Context: an optimization exercise on an open-source flow, tuned for small area. The choices shown serve that exercise and are no tape-out recipe.
Where RTL was checked, it was by simulation tests only, not by an equivalence proof against the original.
Only the layout flow was run in run 1; the RTL was not checked for function there.
No activity file was given, so power comes from the tool's default toggle rates.

### design/flow/design.v
`timescale 1 ns / 1 ns
module hyper_bus #(
    parameter HBRAM_FRE   = 200_000_000,
    parameter BIT_WIDTH   = 16,
    parameter INIT_NUM    = 256,
    parameter LATENCY     = 7,
    parameter STRENGTH    = "34_ohms",
    parameter BURST_MODE  = "legacy",
    parameter BURST_LEN   = 16,
    parameter REFRESH     = "Full_Array",
    parameter CLOCK_TYPE  = "Single_Ended",
    parameter MASK_WIDTH  = 4
) (
    input                              ram_clock,
    input                              ram_reset,
    input                              ram_en,
    input                              rw_ctrl,
    input      [31:0]                  ram_addr,
    input      [31:0]                  ram_burst_len,
    output                             ram_wr_valid,
    input      [BIT_WIDTH * 2 - 1 : 0] ram_wr_data,
    output reg                         ram_rd_valid,
    output reg [BIT_WIDTH * 2 - 1 : 0] ram_rd_data,
    input      [MASK_WIDTH - 1 : 0]    ram_data_mask,
    output reg                         hbc_cal_pass,
    output reg                         ctrl_idle,
    output reg                         hbc_ck_p_hi,
    output                             hbc_ck_p_lo,
    output                             hbc_ck_n_hi,
    output                             hbc_ck_n_lo,
    output reg                         hbc_cs_n,
    output reg                         hbc_rst_n,
    output     [BIT_WIDTH - 1 : 0]     hbc_dq_en,
    output     [BIT_WIDTH - 1 : 0]     hbc_dq_out_hi,
    output     [BIT_WIDTH - 1 : 0]     hbc_dq_out_lo,
    input      [BIT_WIDTH - 1 : 0]     hbc_dq_in_hi,
    input      [BIT_WIDTH - 1 : 0]     hbc_dq_in_lo,
    output     [BIT_WIDTH/8 - 1 : 0]   hbc_rwds_en,
    output     [BIT_WIDTH/8 - 1 : 0]   hbc_rwds_out_hi,
    output     [BIT_WIDTH/8 - 1 : 0]   hbc_rwds_out_lo,
    input      [BIT_WIDTH/8 - 1 : 0]   hbc_rwds_in_hi,
    input      [BIT_WIDTH/8 - 1 : 0]   hbc_rwds_in_lo
);
localparam IDLE        = 4'd0;
localparam RESET       = 4'd1;
localparam RESET_WAIT  = 4'd2;
localparam CONFIG_PRE  = 4'd3;
localparam CONFIG      = 4'd4;
localparam CONFIG_DONE = 4'd5;
localparam CONFIG_WAIT = 4'd6;
localparam WAIT        = 4'd7;
localparam INIT_PRE    = 4'd8;
localparam INIT        = 4'd9;
localparam WRITE       = 4'd10;
localparam READ        = 4'd11;
localparam DONE        = 4'd12;
reg  [3:0]  state;
reg  [3:0]  state_next;
reg  [14:0] cnt;             
reg         flag;            
reg         cr_sel;          
reg         dq_en_r;
reg         rwds_en_r;
reg         r_rw_ctrl;
reg  [3:0]  r_data_mask;
reg  [2:0]  r_addr_lo;       
reg         r_rwds_hi0;
reg  [15:0] r_dq_in_hi;
reg  [15:0] dq_hi;           
reg  [15:0] dq_lo;           
reg         dq_on;           
reg         dq_dup;          
reg         rwds_wr;         
reg         rwds_one;        
wire strobe = r_rwds_hi0 ^ hbc_rwds_in_lo[0];
wire rw_rd  = r_rw_ctrl & flag;
wire [14:0] cnt_inc = cnt + 1'b1;
wire t1000  = cnt[9] & cnt[8] & cnt[7] & cnt[6] & cnt[5] & cnt[3];
wire t79    = cnt[6] & cnt[3] & cnt[2] & cnt[1] & cnt[0];
wire t31999 = cnt[14] & cnt[13] & cnt[12] & cnt[11] & cnt[10] & cnt[7] & cnt[6] &
              cnt[5] & cnt[4] & cnt[3] & cnt[2] & cnt[1] & cnt[0];
wire t3     = cnt[1] & cnt[0];
wire t399   = cnt[8] & cnt[7] & cnt[3] & cnt[2] & cnt[1] & cnt[0];
wire t15    = cnt[3] & cnt[2] & cnt[1] & cnt[0];
wire t127   = cnt[6] & cnt[5] & cnt[4] & cnt[3] & cnt[2] & cnt[1] & cnt[0];
wire tlen   = (cnt_inc[10:0] == ram_burst_len[11:1]);
wire ge40   = cnt[6] | (cnt[5] & (cnt[4] | cnt[3]));    
wire le2    = !(cnt[3] | cnt[2] | (cnt[1] & cnt[0]));    
always @(*) begin
    case (state)
        IDLE:        state_next = t1000 ? RESET : IDLE;
        RESET:       state_next = t79 ? RESET_WAIT : RESET;
        RESET_WAIT:  state_next = t31999 ? CONFIG_PRE : RESET_WAIT;
        CONFIG_PRE:  state_next = CONFIG;
        CONFIG:      state_next = t3 ? CONFIG_DONE : CONFIG;
        CONFIG_DONE: state_next = CONFIG_WAIT;
        CONFIG_WAIT: state_next = t399 ? (cr_sel ? CONFIG_PRE : WAIT) : CONFIG_WAIT;
        WAIT:        state_next = (!flag || ram_en) ? INIT_PRE : WAIT;
        INIT_PRE:    state_next = INIT;
        INIT:        state_next = t15 ? (rw_rd ? READ : WRITE) : INIT;
        WRITE:       state_next = (flag ? tlen : t127) ? DONE : WRITE;
        READ:        state_next = tlen ? DONE : READ;
        DONE:        state_next = t399 ? WAIT : DONE;
        default:     state_next = IDLE;
    endcase
end
always @(posedge ram_clock or posedge ram_reset) begin
    if (ram_reset) begin
        state <= IDLE;
        cnt   <= 15'd0;
    end else begin
        state <= state_next;
        if (state_next != state)
            cnt <= 15'd0;
        else if (state != READ || strobe)
            cnt <= cnt_inc;
    end
end
always @(posedge ram_clock or posedge ram_reset) begin
    if (ram_reset) begin
        flag   <= 1'b0;
        cr_sel <= 1'b0;
    end else begin
        if (state == DONE)
            flag <= 1'b1;
        if (state == CONFIG_DONE)
            cr_sel <= ~cr_sel;
    end
end
always @(posedge ram_clock) begin
    if (ram_en) begin
        r_rw_ctrl   <= rw_ctrl;
        r_data_mask <= ram_data_mask;
    end
    r_rwds_hi0 <= hbc_rwds_in_hi[0];
    r_dq_in_hi <= hbc_dq_in_hi;
end
always @(posedge ram_clock) begin
    case (state)
        WAIT: begin
            dq_hi     <= {ram_addr[18:11] & {8{flag}}, rw_ctrl & flag, 1'b0, 1'b1, ram_addr[31:27] & {5{flag}}};
            dq_lo     <= {ram_addr[10:3] & {8{flag}}, ram_addr[26:19] & {8{flag}}};
            r_addr_lo <= ram_addr[2:0] & {3{flag}};
        end
        INIT: case (cnt[1:0])
            2'd0: ;
            2'd1: begin
                dq_hi[7:0] <= dq_hi[15:8];
                dq_lo[7:0] <= dq_lo[15:8];
            end
            2'd2: begin
                dq_hi[7:0] <= 8'd0;
                dq_lo[7:0] <= {5'd0, r_addr_lo};
            end
            default: ;
        endcase
        INIT_PRE: ;
        CONFIG: case (cnt[1:0])
            2'd0: begin dq_hi[7:0] <= 8'h60; dq_lo[7:0] <= 8'h00; end
            2'd1: begin dq_hi[7:0] <= 8'h01; dq_lo[7:0] <= 8'h00; end
            2'd2: begin dq_hi[7:0] <= 8'h00; dq_lo[7:0] <= cr_sel ? 8'h01 : 8'h00; end
            2'd3: begin
                dq_hi[7:0] <= cr_sel ? 8'hff : 8'h8f;
                dq_lo[7:0] <= cr_sel ? 8'hc1 : 8'h2e;
            end
        endcase
        default: begin
            dq_hi <= ram_wr_data[31:16];
            dq_lo <= ram_wr_data[15:0];
        end
    endcase
end
assign hbc_dq_out_hi = {dq_dup ? dq_hi[7:0] : dq_hi[15:8], dq_hi[7:0]} & {16{dq_on}};
assign hbc_dq_out_lo = {dq_dup ? dq_lo[7:0] : dq_lo[15:8], dq_lo[7:0]} & {16{dq_on}};
assign hbc_rwds_out_hi = ({2{rwds_wr}} & ~r_data_mask[1:0]) | {2{rwds_one}};
assign hbc_rwds_out_lo = ({2{rwds_wr}} & ~r_data_mask[3:2]) | {2{rwds_one}};
assign hbc_ck_p_lo = 1'b0;
assign hbc_ck_n_lo = 1'b0;
assign hbc_ck_n_hi = 1'b0;
assign hbc_dq_en   = {BIT_WIDTH{dq_en_r}};
assign hbc_rwds_en = {2{rwds_en_r}};
assign ram_wr_valid = (state == WRITE) & flag;
always @(posedge ram_clock or posedge ram_reset) begin
    if (ram_reset) begin
        hbc_ck_p_hi     <= 1'b0;
        hbc_cs_n        <= 1'b1;
        hbc_rst_n       <= 1'b1;
        dq_en_r         <= 1'b0;
        rwds_en_r       <= 1'b0;
        dq_on           <= 1'b0;
        dq_dup          <= 1'b0;
        rwds_wr         <= 1'b0;
        rwds_one        <= 1'b0;
        hbc_cal_pass    <= 1'b0;
        ctrl_idle       <= 1'b1;
        ram_rd_valid    <= 1'b0;
        ram_rd_data     <= 32'd0;
    end else begin
        hbc_ck_p_hi <= (state == CONFIG) | (state == INIT) | (state == WRITE) | (state == READ);
        hbc_cs_n    <= !((state == CONFIG_PRE) | (state == CONFIG) | (state == INIT_PRE) |
                         (state == INIT) | (state == WRITE) | (state == READ));
        hbc_rst_n   <= !((state == RESET) & !ge40);
        case (state)
            RESET:   dq_en_r <= ge40;
            INIT:    dq_en_r <= le2;
            READ:    dq_en_r <= 1'b0;
            DONE:    dq_en_r <= 1'b0;
            default: dq_en_r <= 1'b1;
        endcase
        case (state)
            CONFIG_PRE, CONFIG, INIT_PRE: rwds_en_r <= 1'b1;
            INIT:    rwds_en_r <= le2 | (t15 & !rw_rd);
            WRITE:   rwds_en_r <= 1'b1;
            default: rwds_en_r <= 1'b0;
        endcase
        rwds_one <= (state == CONFIG_PRE) | (state == CONFIG) | (state == INIT_PRE) |
                    ((state == INIT) & !(cnt[3] | cnt[2]));
        rwds_wr  <= (state == WRITE) & flag;
        dq_on    <= (state == CONFIG) | ((state == INIT) & le2) | ((state == WRITE) & flag);
        dq_dup   <= (state == CONFIG) | (state == INIT);
        if (state == WAIT && flag)
            hbc_cal_pass <= 1'b1;
        ctrl_idle    <= !(flag & ((state == INIT) | (state == WRITE) | (state == READ) | (state == DONE)));
        ram_rd_valid <= (state == READ) & strobe;
        if ((state == READ) & strobe)
            ram_rd_data <= {r_dq_in_hi, hbc_dq_in_lo};
    end
end
endmodule
### design/flow/flow/run.sh
#!/bin/bash
# Standard ORFS layout (the standard.sh, unchanged synthesis) with two
# area-related overrides:
#  - port buffers use the smallest buffer cell (every port still gets one)
#  - clock tree synthesis uses small clock buffers and no dummy loads
set -uo pipefail
export BUFFER_PORTS_ARGS="-buffer_cell sky130_fd_sc_hd__buf_1"
export CTS_ARGS="-sink_clustering_enable -repair_clock_nets -dont_use_dummy_load -buf_list {sky130_fd_sc_hd__clkbuf_2 sky130_fd_sc_hd__clkbuf_4 sky130_fd_sc_hd__clkbuf_8}"
bash standard.sh > make_finish.log 2>&1
st=$?
cp -r orfs/logs orfs_logs 2>/dev/null || true
exit $st
### design/flow/standard.sh
#!/bin/bash
# synth_recipe.tcl (not shown) runs the flow's synth.tcl, then flattens the netlist and writes it again
# the make line also repeats each setting of config.mk as NAME=value (left out here)
make -C /OpenROAD-flow-scripts/flow DESIGN_CONFIG=/design/flow/config.mk WORK_HOME=/design/flow/orfs CLKGATE_MAP_FILE= SYNTH_SCRIPT=/design/flow/synth_recipe.tcl "${@:-finish}"
### design/flow/config.mk
export PLATFORM = sky130hd
export DESIGN_NAME = hyper_bus
export DESIGN_NICKNAME = hyper_bus
export VERILOG_FILES = /design/flow/design.v
export SDC_FILE = /design/flow/constraint.sdc
export NUM_CORES = 4
export LEC_CHECK = 0
export ABC_AREA = 1
export CAP_MARGIN = 20
export CORE_MARGIN = 2
export CORE_UTILIZATION = 40
export PLACE_DENSITY = 0.6
export SLEW_MARGIN = 20
### design/flow/constraint.sdc
create_clock -name core_clock -period 5.0 [get_ports {ram_clock}]
set_input_delay 1.0000 -clock core_clock [delete_from_list [all_inputs] [get_ports {ram_clock}]]
set_output_delay 1.0000 -clock core_clock [all_outputs]
set_load 0.01 [all_outputs]
==> results.py, run 1 <==
metrics = {
    "grt": {
        "grt_pass1_wl_mm": 24.9,
        "grt_util_all_layers_pct": 19.6,
        "grt_overflow": 0,
        "antenna_found_initial": 0,
        "grt_max_degree": 35,
        "grt_pass1_vias": 4999,
    },
    "sta": {
        "hold_viol_final": 0,
        "fin_ws_ns": 1.95,
        "min_period_ns": 3.05,
        "post-route-period-util_pct": 61.1,
        "fin_tns_setup_ns": 0,
        "fin_worst_skew_ns": 0.0313,
        "rsz0062_at_grt": "no",
        "fmax_mhz": 327,
        "worst_pin_slew_ns": 0.982,
        "setup_viol": 0,
        "slew_headroom_pct": 34.3,
        "timing.final.max_slew_violations": 0,
    },
    "clocking": {
        "clk_pin_slew_ns": 0.08,
        "clock-sinks": 122,
        "hold_buffers": 0,
        "cts_buffers": 17,
        "cts_root_buf": "clkbuf_8",
        "cts_resized": 0,
        "htreeDepth": 4,
        "postCtsSetupBuffers": 0,
        "worstSkewPairLatency_ns": 0.44,
        "cts_tree": "built",
        "clk_path_buf_depth": 2,
    },
    "place": {
        "dp_cells": 1094,
        "place.gp.congestion": 0.910,
        "dp_hpwl_mm": 12.0,
        "place_ws_ns": 2.12,
        "port_buffers": 209,
    },
    "pwr": {
        "leakagePower_nw": 3.39,
        "p_per_area_nw_per_um2": 247,
        "total_power_mw": 1.79,
        "peakVddDrop_mv": 0.282,
    },
    "yosys": {
        "synth_cell_types": 43,
        "synthArstFlopShare_pct": 53.3,
        "synth_seq_area_share_pct": 51.4,
        "synth_warnings": 1,
        "syn_inst": 731,
        "synth_edf_count": 40,
        "synth_area_um2": 6170,
        "synth-seq-cells": 122,
        "postSynthAreaPerCell_um2": 8.44,
        "synth_ff_type": "dfrtp_1",
    },
    "route": {
        "drt_wl_total_mm": 15.9,
        "drt_pre_antenna_iters": 5,
        "vias": 5385,
        "wl_per_cell_um": 14.3,
        "drt-initial-drc-count": 307,
        "viasPerCell": 4.85,
        "drtAntennaViolNets": 0,
        "drc": 0,
    },
    "cells_and_area": {
        "n_antenna_cell": 0,
        "seq_area_um2": 3170,
        "drive_gt1_share_pct": 7.37,
        "fin_cells": 1111,
        "final_core_util_pct": 47.7,
        "multi_input_area_um2": 2470,
        "fillers": 1533,
        "layout.nets": 1069,
        "area_growth_pct": 17.1,
    },
    "floorplanning": {
        "rows": 45,
        "die_x_um": 128,
        "boundaryPins": 236,
        "die_area_um2": 16400,
        "initial_core_util_pct": 40.7,
        "design.core.area_um2": 15100,
        "die_height_um": 128,
    },
    "setup_path": {
        "slowest_delay_ns": 0.62,
        "timing_worst_setup_path_type": "reg -> out",
        "crit_chain": "clkinv_1 > o21ai_0 > a21oi_1 > buf_1",
        "endpoint_kind": "primary output",
        "critPathMaxFanout": 17,
        "setup.worst_path.start_class": "flop",
        "timing.critical_path.slowest_stage_cell": "dfrtp_1",
        "required_ns": 4.00,
        "cp.arrival_ns": 2.05,
    },
    "job": {
        "drv_cap": 0,
    },
    "run_status": {
        "outcome": "timing/DRC/antenna clean",
    },
    "hold_path": {
        "hold_class": "reg -> reg",
    },
}
[synth_stat cells (3+ instances only)]
library cell / count / share of area, %
a21oi_1: 9 / 0.73
a221oi_1: 6 / 0.85
a22o_1: 16 / 2.3
buf_4: 21 / 2.6
clkbuf_1: 19 / 1.2
clkinv_1: 3 / 0.18
dfrtp_1: 62 / 25
dfstp_2: 3 / 1.3
dfxtp_1: 17 / 5.5
edfxtp_1: 40 / 19
ha_1: 4 / 0.81
inv_1: 71 / 4.3
inv_2: 3 / 0.18
nand2_1: 236 / 14
nand2_2: 7 / 0.71
nand3_1: 27 / 2.2
nand3_2: 5 / 0.81
nand3b_1: 4 / 0.49
nand4_1: 11 / 1.1
nor2_1: 73 / 4.4
nor2_2: 7 / 0.71
nor2_4: 12 / 2.2
nor3_1: 4 / 0.32
o2111ai_1: 8 / 1.1
o21ai_0: 38 / 3.1
xnor2_1: 5 / 0.71
xor2_1: 4 / 0.57
[layer usage]
layer	wire length (um)	track usage, %	part of all wire, %
met5	0	0	0
met4	262	6.98	1.6
met3	1090	5.01	6.9
met2	7480	31.4	47
met1	7080	25.8	44
[cells by family after synthesis]
logic type | count (synthesis) | share of synthesized area, %
xor gates and xnor gates | 10 | 1.64
DFF | 122 | 51.4
other | 1 | 0.0608
and+or+nand+nor | 394 | 28.7
AOI/OAI and AO/OA | 81 | 8.60
adders and majority gates | 4 | 0.811
buffers and inverters | 119 | 8.80
[registers in the layout, summed over array words and instances, names as in the netlist, 3 cells and up]
| register | count |
|---|---|
| cnt | 15 |
| dq_hi | 16 |
| dq_lo | 16 |
| r_addr_lo | 3 |
| r_data_mask | 4 |
| r_dq_in_hi | 16 |
| ram_rd_data | 32 |
| state | 4 |
[cell type report]
cell class / instances / area share, %
Sequential cell: 122 / 43.9
Multi-Input combinational cell: 492 / 34.2
Timing Repair Buffer: 215 / 11.5
Inverter: 77 / 4.00
Tap cell: 188 / 3.25
Clock buffer: 17 / 3.24
[final timing paths]
path	depth (start not counted)	to	slack, ns	startpoint
worst max-delay path	4	hbc_dq_out_lo[8]	1.95	dq_dup$_DFF_PP0_
worst min-delay path	2	ram_rd_data[16]$_DFFE_PP0P_	0.41	r_dq_in_hi[0]$_DFF_P_
worst max register to register	15	cnt[13]$_DFFE_PP0P_	2.19	cnt[0]$_DFFE_PP0P_
worst min register to register	2	ram_rd_data[16]$_DFFE_PP0P_	0.41	r_dq_in_hi[0]$_DFF_P_
max in group asynchronous	3	hbc_rst_n$_DFF_PP1_	3.38	ram_reset
min in group asynchronous	2	ram_rd_data[17]$_DFFE_PP0P_	0.65	ram_reset
[layout by cell type (no fill, tap or decap), types with 3 or more instances in the layout]
cell,count
inv_1,70
xnor2_1,5
a22o_1,16
nor2_1,71
buf_4,6
xor2_1,4
ha_1,4
nand3_2,5
o2111ai_1,8
clkbuf_8,17
nand3_1,27
nand3b_1,4
nor2_4,12
buf_1,209
o21ai_0,38
conb_1,3
a221oi_1,6
dfstp_2,3
clkinv_1,3
nand2_1,236
nor2_2,9
nand4_1,11
dfxtp_1,17
inv_2,4
a21oi_1,9
nor3_1,4
edfxtp_1,40
nand2_2,7
dfrtp_1,62
[critical path: cells and delay by family (launching register included)]
kind            cells  cell delay (ns)
buf+inv             2             0.66
flops               1             0.62
compound gates      2             0.36
[report_power, final]
part / internal [mW] / switching (mW)
registers: 1.06 / 0.0146
logic: 0.0400 / 0.0495
clock network: 0.298 / 0.324
[through the flow]
| stage | hold WS [ns] | cell area (um2) |
|---|---|---|
| 6_report | 0.407 | 7230 |
| 5_1_grt | 0.428 | 7230 |
| 4_1_cts | 0.409 | 7230 |
| 3_5_place_dp | 0.415 | 6990 |
| 3_3_place_gp | 0.412 | 6990 |
| 2_1_floorplan | 0.410 | 6180 |
==> inputs of run 2 (changes only) <==
--- a/design/flow/design.v
+++ b/design/flow/design.v
@@ -33,4 +33,4 @@
     output     [BIT_WIDTH - 1 : 0]     hbc_dq_en,
-    output     [BIT_WIDTH - 1 : 0]     hbc_dq_out_hi,
-    output     [BIT_WIDTH - 1 : 0]     hbc_dq_out_lo,
+    output reg [BIT_WIDTH - 1 : 0]     hbc_dq_out_hi,
+    output reg [BIT_WIDTH - 1 : 0]     hbc_dq_out_lo,
     input      [BIT_WIDTH - 1 : 0]     hbc_dq_in_hi,
@@ -38,4 +38,4 @@
     output     [BIT_WIDTH/8 - 1 : 0]   hbc_rwds_en,
-    output     [BIT_WIDTH/8 - 1 : 0]   hbc_rwds_out_hi,
-    output     [BIT_WIDTH/8 - 1 : 0]   hbc_rwds_out_lo,
+    output reg [BIT_WIDTH/8 - 1 : 0]   hbc_rwds_out_hi,
+    output reg [BIT_WIDTH/8 - 1 : 0]   hbc_rwds_out_lo,
     input      [BIT_WIDTH/8 - 1 : 0]   hbc_rwds_in_hi,
@@ -63,13 +63,7 @@
 reg         rwds_en_r;
+reg  [31:0] r_ram_addr;
 reg         r_rw_ctrl;
 reg  [3:0]  r_data_mask;
-reg  [2:0]  r_addr_lo;       
 reg         r_rwds_hi0;
 reg  [15:0] r_dq_in_hi;
-reg  [15:0] dq_hi;           
-reg  [15:0] dq_lo;           
-reg         dq_on;           
-reg         dq_dup;          
-reg         rwds_wr;         
-reg         rwds_one;        
 wire strobe = r_rwds_hi0 ^ hbc_rwds_in_lo[0];
@@ -87,3 +81,2 @@
 wire ge40   = cnt[6] | (cnt[5] & (cnt[4] | cnt[3]));    
-wire le2    = !(cnt[3] | cnt[2] | (cnt[1] & cnt[0]));    
 always @(*) begin
@@ -131,2 +124,3 @@
     if (ram_en) begin
+        r_ram_addr  <= ram_addr;
         r_rw_ctrl   <= rw_ctrl;
@@ -137,41 +131,2 @@
 end
-always @(posedge ram_clock) begin
-    case (state)
-        WAIT: begin
-            dq_hi     <= {ram_addr[18:11] & {8{flag}}, rw_ctrl & flag, 1'b0, 1'b1, ram_addr[31:27] & {5{flag}}};
-            dq_lo     <= {ram_addr[10:3] & {8{flag}}, ram_addr[26:19] & {8{flag}}};
-            r_addr_lo <= ram_addr[2:0] & {3{flag}};
-        end
-        INIT: case (cnt[1:0])
-            2'd0: ;
-            2'd1: begin
-                dq_hi[7:0] <= dq_hi[15:8];
-                dq_lo[7:0] <= dq_lo[15:8];
-            end
-            2'd2: begin
-                dq_hi[7:0] <= 8'd0;
-                dq_lo[7:0] <= {5'd0, r_addr_lo};
-            end
-            default: ;
-        endcase
-        INIT_PRE: ;
-        CONFIG: case (cnt[1:0])
-            2'd0: begin dq_hi[7:0] <= 8'h60; dq_lo[7:0] <= 8'h00; end
-            2'd1: begin dq_hi[7:0] <= 8'h01; dq_lo[7:0] <= 8'h00; end
-            2'd2: begin dq_hi[7:0] <= 8'h00; dq_lo[7:0] <= cr_sel ? 8'h01 : 8'h00; end
-            2'd3: begin
-                dq_hi[7:0] <= cr_sel ? 8'hff : 8'h8f;
-                dq_lo[7:0] <= cr_sel ? 8'hc1 : 8'h2e;
-            end
-        endcase
-        default: begin
-            dq_hi <= ram_wr_data[31:16];
-            dq_lo <= ram_wr_data[15:0];
-        end
-    endcase
-end
-assign hbc_dq_out_hi = {dq_dup ? dq_hi[7:0] : dq_hi[15:8], dq_hi[7:0]} & {16{dq_on}};
-assign hbc_dq_out_lo = {dq_dup ? dq_lo[7:0] : dq_lo[15:8], dq_lo[7:0]} & {16{dq_on}};
-assign hbc_rwds_out_hi = ({2{rwds_wr}} & ~r_data_mask[1:0]) | {2{rwds_one}};
-assign hbc_rwds_out_lo = ({2{rwds_wr}} & ~r_data_mask[3:2]) | {2{rwds_one}};
 assign hbc_ck_p_lo = 1'b0;
@@ -182,2 +137,4 @@
 assign ram_wr_valid = (state == WRITE) & flag;
+wire [7:0] cmd = {rw_rd, 1'b0, 1'b1, r_ram_addr[31:27] & {5{flag}}};
+wire [31:0] a = r_ram_addr & {32{flag}};
 always @(posedge ram_clock or posedge ram_reset) begin
@@ -189,6 +146,6 @@
         rwds_en_r       <= 1'b0;
-        dq_on           <= 1'b0;
-        dq_dup          <= 1'b0;
-        rwds_wr         <= 1'b0;
-        rwds_one        <= 1'b0;
+        hbc_rwds_out_hi <= 2'b00;
+        hbc_rwds_out_lo <= 2'b00;
+        hbc_dq_out_hi   <= 16'd0;
+        hbc_dq_out_lo   <= 16'd0;
         hbc_cal_pass    <= 1'b0;
@@ -204,3 +161,3 @@
             RESET:   dq_en_r <= ge40;
-            INIT:    dq_en_r <= le2;
+            INIT:    dq_en_r <= !(cnt[3] | cnt[2] | (cnt[1] & cnt[0]));
             READ:    dq_en_r <= 1'b0;
@@ -211,3 +168,3 @@
             CONFIG_PRE, CONFIG, INIT_PRE: rwds_en_r <= 1'b1;
-            INIT:    rwds_en_r <= le2 | (t15 & !rw_rd);
+            INIT:    rwds_en_r <= !(cnt[3] | cnt[2] | (cnt[1] & cnt[0])) | (t15 & !rw_rd);
             WRITE:   rwds_en_r <= 1'b1;
@@ -215,7 +172,50 @@
         endcase
-        rwds_one <= (state == CONFIG_PRE) | (state == CONFIG) | (state == INIT_PRE) |
-                    ((state == INIT) & !(cnt[3] | cnt[2]));
-        rwds_wr  <= (state == WRITE) & flag;
-        dq_on    <= (state == CONFIG) | ((state == INIT) & le2) | ((state == WRITE) & flag);
-        dq_dup   <= (state == CONFIG) | (state == INIT);
+        case (state)
+            CONFIG_PRE, CONFIG, INIT_PRE: begin
+                hbc_rwds_out_hi <= 2'b11;
+                hbc_rwds_out_lo <= 2'b11;
+            end
+            INIT: begin
+                hbc_rwds_out_hi <= {2{!(cnt[3] | cnt[2])}};
+                hbc_rwds_out_lo <= {2{!(cnt[3] | cnt[2])}};
+            end
+            WRITE: begin
+                hbc_rwds_out_hi <= ~r_data_mask[1:0] & {2{flag}};
+                hbc_rwds_out_lo <= ~r_data_mask[3:2] & {2{flag}};
+            end
+            default: begin
+                hbc_rwds_out_hi <= 2'b00;
+                hbc_rwds_out_lo <= 2'b00;
+            end
+        endcase
+        hbc_dq_out_hi <= 16'd0;
+        hbc_dq_out_lo <= 16'd0;
+        case (state)
+            CONFIG: case (cnt[1:0])
+                2'd0: hbc_dq_out_hi <= 16'h6060;
+                2'd1: hbc_dq_out_hi <= 16'h0101;
+                2'd2: hbc_dq_out_lo <= cr_sel ? 16'h0101 : 16'h0000;
+                2'd3: begin
+                    hbc_dq_out_hi <= cr_sel ? 16'hffff : 16'h8f8f;
+                    hbc_dq_out_lo <= cr_sel ? 16'hc1c1 : 16'h2e2e;
+                end
+            endcase
+            INIT: if (cnt[3:2] == 2'd0) case (cnt[1:0])
+                2'd0: begin
+                    hbc_dq_out_hi <= {cmd, cmd};
+                    hbc_dq_out_lo <= {a[26:19], a[26:19]};
+                end
+                2'd1: begin
+                    hbc_dq_out_hi <= {a[18:11], a[18:11]};
+                    hbc_dq_out_lo <= {a[10:3], a[10:3]};
+                end
+                2'd2: hbc_dq_out_lo <= {5'd0, a[2:0], 5'd0, a[2:0]};
+                default: ;
+            endcase
+            WRITE: if (flag) begin
+                hbc_dq_out_hi <= ram_wr_data[31:16];
+                hbc_dq_out_lo <= ram_wr_data[15:0];
+            end
+            default: ;
+        endcase
         if (state == WAIT && flag)
==> results.py, run 2 <==
metrics = {
    "run_status": {
        "outcome": "timing/DRC/antenna clean",
    },
    "sta": {
        "post-route-period-util_pct": 68.3,
        "fin_worst_skew_ns": 0.0313,
        "slew_headroom_pct": 31.1,
        "fin_ws_ns": 1.58,
        "setup_viol": 0,
        "fin_tns_setup_ns": 0,
        "timing.final.max_slew_violations": 0,
        "whs_ns": 0.421,
        "rsz0062_at_grt": "no",
        "min_period_ns": 3.42,
        "worst_pin_slew_ns": 1.03,
        "fmax_mhz": 293,
        "hold_viol_final": 0,
    },
    "place": {
        "place_area_um2": 7330,
        "port_buffers": 209,
        "dp_hpwl_mm": 11.1,
        "place_ws_ns": 1.91,
        "place.gp.congestion": 0.848,
    },
    "clocking": {
        "hold_buffers": 0,
        "htreeDepth": 4,
        "cts_root_buf": "clkbuf_8",
        "clk_pin_slew_ns": 0.07,
        "postCtsSetupBuffers": 0,
        "cts_tree": "built",
        "clock-sinks": 151,
        "cts_buffers": 17,
        "clk_path_buf_depth": 2,
        "worstSkewPairLatency_ns": 0.45,
        "cts_resized": 0,
    },
    "yosys": {
        "synthTopCellsByArea": "dfrtp_1 36%, edfxtp_1 17%, nand2_1 15%, dfxtp_1 5.3%, inv_1 3.6%",
        "synthArstFlopShare_pct": 64.2,
        "yosysTopAreaCell": "dfrtp_1",
        "muxShareOfSynthArea_pct": 0,
        "postSynthAreaPerCell_um2": 9.18,
        "synth_area_um2": 6450,
        "synth_ff_type": "dfrtp_1",
        "syn_inst": 703,
        "synth_cell_types": 37,
        "synth_top_area_share_pct": 36.4,
        "synth_top_family_by_area": "simple AND/OR/NAND/NOR gates",
        "synth_compound_area_share_pct": 4.96,
        "synth_xor_xnor_area_share_pct": 1.09,
        "synth_most_common_cell": "nand2_1",
        "synth-seq-cells": 151,
        "synth_seq_area_share_pct": 60.2,
        "synthAdderAreaFrac_pct": 0.969,
        "synth_warnings": 1,
        "yosys-top-cells-count": "261 x nand2_1, 94 x dfrtp_1, 62 x inv_1",
        "synth_edf_count": 37,
        "synthSimpleGateAreaFrac_pct": 25.4,
    },
    "pwr": {
        "p_per_area_nw_per_um2": 274,
        "peakVddDrop_mv": 0.233,
        "internal_power_mw": 1.63,
        "leakagePower_nw": 3.58,
        "p_sw_share_pct": 21.1,
        "p_sw_mw": 0.437,
        "clkPwrFrac_pct": 32.7,
        "p_seq_share_pct": 63.5,
        "combPwrFrac_pct": 3.9,
    },
    "setup_path": {
        "setup.worst_path.start_class": "flop",
        "required_ns": 4.00,
        "cp.arrival_ns": 2.42,
        "critPathMaxFanout": 33,
        "timing_worst_setup_path_type": "reg -> out",
        "r2r_slack_ns": 2.17,
        "endpoint_kind": "primary output",
    },
    "grt": {
        "grt_pass1_vias": 4667,
        "grt_overflow": 0,
        "grt_util_all_layers_pct": 18.0,
        "antenna_found_initial": 0,
        "grt_pass1_wl_mm": 23.3,
        "grt_max_degree": 68,
    },
    "cells_and_area": {
        "layout_commonest_cell": "nand2_1",
        "drive_gt1_share_pct": 7.46,
        "mostFrequentLayoutCells": "261 x nand2_1, 208 x buf_1, 94 x dfrtp_1, 61 x inv_1, 38 x nand3_1",
        "area_growth_pct": 17.1,
        "largest_registers": "r_ram_addr x32, ram_rd_data x32",
        "layout.nets": 1045,
        "n_antenna_cell": 0,
        "design_area_um2": 7560,
    },
    "route": {
        "drt-initial-drc-count": 275,
        "drt_wl_total_mm": 15.3,
        "drt_pre_antenna_iters": 5,
        "drtAntennaViolNets": 0,
        "wl_per_cell_um": 13.8,
        "viasPerCell": 4.58,
        "drc": 0,
        "vias": 5106,
    },
    "job": {
        "drv_cap": 0,
    },
    "floorplanning": {
        "boundaryPins": 236,
        "design.core.area_um2": 15800,
        "die_height_um": 131,
        "die_x_um": 131,
        "die_area_um2": 17200,
        "rows": 46,
        "initial_core_util_pct": 40.8,
    },
    "hold_path": {
        "hold_class": "reg -> reg",
    },
}
## run 2: metal layers
layer | global-route usage, % | vias to the layer above | part of all wire (%)
met2 | 27.7 | 190 | 45
met3 | 7.13 | 13 | 9.9
met5 | 0 | - | 0
met4 | 5.19 | 0 | 1.4
met1 | 23.8 | 2309 | 44
li1 | - | 2594 | -
## run 2: cells by family after synthesis
kind of cell             after synthesis
other                                  1
AND/OR/NAND/NOR                      384
adder cells (fa/ha/maj)                5
buffers and inverters                102
AO/OA/AOI/OAI                         52
flip-flops                           151
XOR/XNOR                               8
## run 2: power groups by stage
| stage | clock network (mW) | registers, mW | logic, mW |
|---|---|---|---|
| after floorplan | 0 | 1.34 | 0.0266 |
| after global placement | 0 | 1.34 | 0.0807 |
| after detailed placement | 0 | 1.34 | 0.0818 |
| after CTS | 0.706 | 1.31 | 0.0823 |
| after global routing | 0.761 | 1.32 | 0.0948 |
| final | 0.676 | 1.31 | 0.0800 |
## run 2: worst paths after layout
kind,cells after the start,start,end
hold / removal,1,r_data_mask[2]$_DFFE_PP_,hbc_rwds_out_lo[0]$_DFF_PP0_
setup reg to reg,15,cnt[0]$_DFFE_PP0P_,cnt[7]$_DFFE_PP0P_
min in group asynchronous,2,ram_reset,ram_rd_data[15]$_DFFE_PP0P_
setup / recovery,8,state[3]$_DFF_PP0_,ram_wr_valid
hold reg to reg,1,r_data_mask[2]$_DFFE_PP_,hbc_rwds_out_lo[0]$_DFF_PP0_
max in group asynchronous,3,ram_reset,ram_rd_data[17]$_DFFE_PP0P_
## run 2: final cells by class
cell class              count  area, um2
repair buffers            214        823
well taps                 216        270
clock buffers              17        234
fillers                  1532       8270
multi-input cells         452       2110
flip-flops and latches    151       3880
inverters                  64        243
## run 2: metrics by stage
| stage | cells | utilization (%) | total power, mW |
|---|---|---|---|
| 2_1_floorplan | 705 | - | 1.37 |
| 3_3_place_gp | 1097 | 46.3 | 1.42 |
| 3_5_place_dp | 1097 | 46.3 | 1.42 |
| 4_1_cts | 1114 | 47.8 | 2.10 |
| 5_1_grt | 1114 | 47.8 | 2.17 |
| 6_report | 1114 | 47.8 | 2.07 |
## run 2: worst max-delay path: stages, from the launching register on
cell,delay (ns)
dfrtp_1,0.39
inv_1,0.05
nor2_1,0.24
inv_1,0.17
nor2_1,0.31
nand2_1,0.20
inv_1,0.10
buf_4,0.33
buf_1,0.19

-- afterwards: timing with drivers on the ports --
The results above use ideal ports. As a check the final layouts listed here were re-extracted and re-timed, cells and wires unchanged.
Step 1 assumes that a clkbuf_16 drives the clock port and a buf_2 every other input.
Step 2 moves the port delays by t, midway between the first and last clock arrival at a register: inputs arrive t later, outputs are due t later. That takes back most of the time a late clock gives input paths.
Three values: ideal, step 1, step 2; two values: the first two.
run	t, ns	setup WS [ns]	latest minus earliest clock arrival (ns)	worst register clock-pin slew, ns	worst slew at a driven data input, ns
run 1	0.461	1.945 / 1.908 / 2.154	0.032 / 0.032	0.08 / 0.08	0.06
run 2	0.467	1.583 / 1.549 / 1.918	0.031 / 0.032	0.09 / 0.09	0.05
After both steps setup and hold are still met in every run listed.
